Source: an optimization exercise on an open RTL-to-GDS flow (aim: small area). Production flows keep margins and buffers that such runs may drop. Only simulation tests tie the RTL to the original design; equivalence was not proved.

--- flow/constraint.sdc ---
create_clock -name core_clock -period 6.0 [get_ports {clk}]
set_input_delay 1.2000 -clock core_clock [delete_from_list [all_inputs] [get_ports {clk}]]
set_output_delay 1.2000 -clock core_clock [all_outputs]
set_load 0.01 [all_outputs]
--- flow/run.sh ---
#!/bin/bash
# synth_recipe.tcl (not shown) runs the flow's synth.tcl, then flattens the netlist and writes it again
# the make line also repeats each setting of config.mk as NAME=value (left out here)
make -C /OpenROAD-flow-scripts/flow DESIGN_CONFIG=/design/flow/config.mk WORK_HOME=/design/flow/orfs CLKGATE_MAP_FILE= SYNTH_SCRIPT=/design/flow/synth_recipe.tcl finish
--- flow/design.v ---
module ALU( op, shr, AI, BI, CI, CO, BCD, OUT, V, Z, N, HC);
	input shr;
	input [3:0] op;		 
	input [7:0] AI;
	input [7:0] BI;
	input CI;
	input BCD;		 
	output [7:0] OUT;
	output CO;
	output V;
	output Z;
	output N;
	output HC;
wire [7:0] OUT;
wire CO;
wire V;
wire Z;
wire N;
wire HC;
wire AI7;
wire BI7;
reg [8:0] temp_logic;
reg [7:0] temp_BI;
reg [4:0] temp_l;
reg [4:0] temp_h;
wire [8:0] temp = { temp_h, temp_l[3:0] };
wire adder_CI = (shr | (op[3:2] == 2'b11)) ? 0 : CI;
always @*  begin
	case( op[1:0] )
	    2'b00: temp_logic = {1'b0, AI | BI};
	    2'b01: temp_logic = {1'b0, AI & BI};
	    2'b10: temp_logic = {1'b0, AI ^ BI};
	    2'b11: temp_logic = {1'b0, AI};
	endcase
	if( shr )
	    temp_logic = { AI[0], CI, AI[7:1] };
end
always @* begin
	case( op[3:2] )
	    2'b00: temp_BI = BI;	 
	    2'b01: temp_BI = ~BI;	 
	    2'b10: temp_BI = temp_logic[7:0];	 
	    2'b11: temp_BI = 0;		 
	endcase	
end
wire HC9 = BCD & (temp_l[3:1] >= 3'd5);
wire CO9 = BCD & (temp_h[3:1] >= 3'd5);
wire temp_HC = temp_l[4] | HC9;
always @* begin
/*verilator lint_off WIDTHEXPAND*/
	temp_l = temp_logic[3:0] + temp_BI[3:0] + adder_CI;
	temp_h = temp_logic[8:4] + temp_BI[7:4] + temp_HC;
/*verilator lint_on WIDTHEXPAND*/
end
assign AI7 = AI[7];
assign BI7 = temp_BI[7];
assign OUT = temp[7:0];
assign CO  = temp[8] | CO9;
assign N   = temp[7];
assign HC  = temp_HC;
assign V   = AI7 ^ BI7 ^ CO ^ N;
assign Z   = ~|OUT;
endmodule
module ALU_wrapper( clk, reset, ABCmd_i, LoadA_i, LoadB_i, LoadCmd_i, ACC_o, Done_o);
	input clk;
	input reset;
    input LoadA_i;
    input LoadB_i;
    input LoadCmd_i;
    input [7:0] ABCmd_i;
    output [7:0] ACC_o;
    output Done_o;
    reg [7:0] rA, rB, ACC_o;
    reg Done_o;
    wire [7:0] AI = rA;
    wire [7:0] BI = rB;
    wire [7:0] ACC;
    wire [7:0] rCmd = ABCmd_i;  
    wire [3:0] alu_op = rCmd[3:0];
    wire CI  = rCmd[4];
    wire shr = rCmd[5];
    wire BCD = rCmd[6];
    wire MUL = rCmd[7];
    wire CO, AV, AZ, AN, HC;
    wire [15:0] mult_out;
    parameter sReady   = 3'b001;
    parameter sLoadA   = 3'b010;
    parameter sLoadB   = 3'b011;
    parameter sLoadCmd = 3'b100;
    parameter sOutFlag = 3'b110;
    reg [2:0] state;
    reg LoadA, LoadB, LoadCmd, OutFlag;
    always@(posedge clk or posedge reset)
    begin : FSM_STATE
        if(reset) begin
            state <= sReady;
        end
        else begin
            case(state)
                sReady:
                    if (LoadCmd_i)      state <= sLoadCmd;
                    else if (LoadB_i)   state <= sLoadB;
                    else if (LoadA_i)   state <= sLoadA;
                    else                state <= sReady;
                sLoadA:
                    if (LoadB_i)        state <= sLoadB;
                    else if (LoadCmd_i) state <= sLoadCmd;
                    else                state <= sLoadA;
                sLoadB:
                    if (LoadA_i)        state <= sLoadA;
                    else if (LoadCmd_i) state <= sLoadCmd;
                    else                state <= sLoadB;
                sLoadCmd:
                    if (LoadA_i)        state <= sLoadA;
                    else if (LoadB_i)   state <= sLoadB;
                    else                state <= sOutFlag;
                sOutFlag:
                    if (LoadCmd_i)      state <= sLoadCmd;
                    else if (LoadB_i)   state <= sLoadB;
                    else if (LoadA_i)   state <= sLoadA;
                    else                state <= sReady;
                default:                state <= sReady;
            endcase
        end
    end
    always @*
    begin : FSM_OUT
        LoadA = 0;
        LoadB = 0;
        LoadCmd = 0;
        OutFlag = 0;
        Done_o = 0;
        case(state)
            sLoadA:
                LoadA = 1;
            sLoadB:
                LoadB = 1;
            sLoadCmd:
                LoadCmd = 1;
            sOutFlag: begin
                OutFlag = 1;
                Done_o = 1;
            end
            default: begin
                        LoadA = 0;
                        LoadB = 0;
                        LoadCmd = 0;
                        OutFlag = 0;
                        Done_o = 0;
            end
        endcase
    end
    always @(posedge clk or posedge reset)
    begin : LOAD_REGS
        if (reset) begin
            rA <= 0;
            rB <= 0;
        end
        else begin
            if (LoadA)      rA <= ABCmd_i;
            if (LoadB)      rB <= ABCmd_i;
        end
    end
    ALU u_ALU(
         .op(alu_op),
         .shr(shr),
         .AI(AI),
         .BI(BI),
         .CI(CI),
         .BCD(BCD),
         .CO(CO),
         .OUT(ACC),
         .V(AV),
         .Z(AZ),
         .N(AN),
         .HC(HC) );
    assign mult_out = AI * BI;
    always @(posedge clk or posedge reset)
    begin : EXECUTE
        if (reset) begin
            ACC_o <= 0;
        end
        else begin
            if (LoadCmd) begin
                if (MUL)
                    ACC_o <= mult_out[7:0];
                else
                    ACC_o <= ACC;
            end
            else if (OutFlag) begin
                if (MUL)
                    ACC_o <= mult_out[15:8];
                else
                    ACC_o <= { 3'b000, CO, AV, AZ, AN, HC};
            end
        end
    end
endmodule
--- flow/config.mk ---
export PLATFORM = sky130hd
export DESIGN_NAME = ALU_wrapper
export DESIGN_NICKNAME = ALU_wrapper
export VERILOG_FILES = /design/flow/design.v
export SDC_FILE = /design/flow/constraint.sdc
export NUM_CORES = 4
export LEC_CHECK = 0
export CAP_MARGIN = 20
export CORE_MARGIN = 2
export CORE_UTILIZATION = 40
export SLEW_MARGIN = 20
==> impl_metrics.ini <==
[die]
io_pins = 22
num_rows = 38
dieArea_mm2 = 0.0117
core_mm2 = 0.0107
initial_core_util = 0.405
die_h_um = 108
die_x_um = 108

[critical_path]
crit_fanout = 3
cp_slowest_cell = or4_1
cp_top_family = adder cells
worstPathCellList = clkdlybuf4s50_1, buf_4, mux4_1, mux2_2, o21ai_1, nand2_1, ha_1, xor2_2, nand2_1, a311o_1, fa_1, fa_1, or4_1, o32ai_1, a31oi_1, o21ai_1
path_class = in2reg
crit_path_start_kind = primary input
r2r-start = rA[0]$_DFFE_PP0N_
r2r_end = ACC_o[2]$_DFFE_PP0P_
r2r_cells = 18
arrival_ns = 5.86
worstPathRequired_ns = 6.22
cp-end-kind = flop
slowest_delay_ns = 0.54
ff2ff_setup_slack_ns = 0.64
critPathLaunch = ABCmd_i[0]
cp_num_buf_inv = 2

[clocking]
root_buffer = clkbuf_8
cts_tree = done
cts_max_path_buffers = 2
post_cts_buffers = 0
cts_buffers = 3
hold_buffers = 0
htree_levels = 1
path_clk_slew_ns = 0.11
clk_latency_ns = 0.29
cts_sinks = 27

[cells_and_area]
n_antenna_cell = 0
final_cell_area_mm2 = 0.00489
layout.nets = 661
drive_gt1_frac = 0.0929
area_growth_pct = 12.5

[grt]
grt_pass1_wl_um = 19400
grtUsageTotal = 0.213
grt_max_degree = 25
overflow = 0
grt_pass1_vias = 3808
antenna_found_initial = 0

[place]
placed_area_mm2 = 0.00483
gp_congestion = 0.879
dp_hpwl_um = 9600
port-buffer-count = 21

[yosys]
ys_top_cells_by_area = fa_1 18%, ha_1 17%, dfrtp_1 15%, inv_1 7.2%, nand2_1 5.5%
synth-seq-cells = 27
synth_edf_count = 0
synth_seq_area_share = 0.156
syn-instance-count = 520
yosys_warnings = 2
synthArstFlopShare = 1.00
synthFlopType = dfrtp_1
synth_nets = 631
yosysTopAreaCellShare = 0.184
synth_cell_types = 55
syn_area_per_cell_um2 = 8.37
syn-cell-area_mm2 = 0.00435
synth_top_area_cell = fa_1

[sta]
fmax_mhz = 178
rsz0062_at_grt = no
fin_crit_ns = 5.63
period_share = 0.939
tightestPinTransition_ns = 0.698
hold_viol_final = 0
finClkSkew_ns = 0.00893
finalSetupTns_ns = 0
finalSetupViolations = 0
slew_headroom = 0.535
slew_violations = 0

[routing]
wl_met3_um = 712
dr.pass1.iters = 5
postRouteWirelength_um = 11400
vias_per_cell = 5.28
drc = 0
final_antenna_net_count = 0
route.layer.met1.wl_um = 5140
top_layer = met4
wl_met2_um = 5410
initialDrtViolationCount = 204
dr_total_vias = 3636
drt-wirelength-per-cell_um = 16.6

[outcome]
status = finished clean

[worst_hold_path]
whs_path_depth = 2
worstHoldStart = ACC_o[0]$_DFFE_PP0P_
hold_path.class = reg2reg
min_to = ACC_o[0]$_DFFE_PP0P_

[job]
drv_cap = 0
## metrics by stage
stage | hold WS [ns] | setup slack [ns] | cells | utilization
final | 0.521 | 0.368 | 689 | 0.456
after CTS | 0.525 | 0.0236 | 689 | 0.454
after floorplan | 0.523 | 0.501 | 520 | -
after global placement | 0.494 | -0.0888 | 684 | 0.448
after global routing | 0.566 | 0.0193 | 689 | 0.456
after detailed placement | 0.499 | -0.317 | 685 | 0.449
## layout by cell type (no fill, tap or decap), types with 3 or more instances in the layout
cell,n
a21oi_1,23
mux4_2,5
mux2_2,14
nor2b_1,3
clkbuf_8,3
o31ai_1,3
nand2b_1,5
a211oi_1,5
buf_4,19
o22ai_1,3
ha_1,58
xnor2_1,11
mux2i_1,5
clkinv_1,5
nor3b_1,4
o21ai_1,14
nand2_1,64
nor3_1,3
nor2_1,46
o21a_1,4
o21ai_0,21
a31oi_1,7
dfrtp_1,26
fa_1,38
clkdlybuf4s50_1,20
nand3_1,11
inv_1,84
a21o_1,6
## registers in the layout, summed over array words and instances (netlist names)
signal and flops:
rA 8, rB 8, ACC_o 8, state 3
## area by class of cell
type                    count  area, um^2
clock inverters             1        5.00
flip-flops and latches     27         677
inverters                  91         342
multi-input cells         386        3280
fillers                  1113        5850
repair buffers             41         370
well taps                 140         175
clock buffers               3        41.3
## routing by layer
layer,global-route usage,vias up
met2,0.346,108
met3,0.0307,17
met1,0.301,1726
met4,0.0458,0
met5,0,-
li1,-,1785
## worst min-delay path, stage by stage, from the launching register on
cell	delay (ns)
dfrtp_1	0.36
nand2_1	0.05
o311ai_1	0.08
## cells by family after synthesis
kind of cell               count (synthesis)  share of synthesized area
AOI/OAI and AO/OA                        103                      0.145
xor gates and xnor gates                  13                     0.0262
buffers and inverters                    107                     0.0937
and+or+nand+nor                          145                      0.143
adders and majority gates                 98                      0.351
DFF                                       27                      0.156
muxes                                     27                     0.0857
## Yosys cell counts, types with 3 or more instances
master and instances:
nor3_1 3, mux2i_1 5, a31oi_1 7, o21ai_0 22, xnor2_1 11, clkbuf_1 13
a21oi_1 23, fa_1 40, o21ai_1 13, o31ai_1 3, nand2_1 64, inv_1 84
ha_1 58, nand2b_1 5, nor3b_1 4, nor2b_1 3, dfrtp_1 26, a211oi_1 6
mux4_2 5, mux2_2 14, o21a_1 4, a21o_1 6, clkinv_1 5, nand3_1 11
nor2_1 46, o22ai_1 3
## worst max-delay path by stage
stage / endpoint / slack [ns] / cells past startpoint
after floorplan: ACC_o[3]$_DFFE_PP0P_ / 0.50 / 21
after global placement: ACC_o[3]$_DFFE_PP0P_ / -0.09 / 21
after detailed placement: ACC_o[3]$_DFFE_PP0P_ / -0.32 / 20
after CTS: ACC_o[2]$_DFFE_PP0P_ / 0.02 / 18
after global routing: ACC_o[3]$_DFFE_PP0P_ / 0.02 / 20
final: ACC_o[2]$_DFFE_PP0P_ / 0.37 / 16
## what timing repair did
action	CTS	global route
pin swaps	0	2
setup endpoints to repair	1	5
gates resized for setup	1	5

what the ideal ports hide:
How much do the figures lean on ideal ports? The routed layout below was timed once more, with nothing changed but the port constraints.
Step 1 sets driving cells, clkbuf_16 on the clock port and buf_2 on the other inputs (assumed; they add their load-dependent delay and slew).
Step 2 adds t to the input delays and takes it off the output delays; t is the mean of the earliest and latest rising clock arrival at the registers after step 1. Input paths then give back, and output paths get back, about the clock's delay inside the block.
Slacks: ideal ports / drivers / drivers and shift; pairs: ideal ports / drivers.
t, ns: 0.315
slack for setup (ns): 0.368 / 0.372 / 0.058
latest minus earliest clock arrival (ns): 0.009 / 0.009
slew at the worst register clock pin (ns): 0.11 / 0.11
pins driven straight from the clock port: 1
After both steps this run still meets setup and hold. For this run, drivers alone change the setup slack by +0.004 ns; drivers and shift together by -0.310 ns.
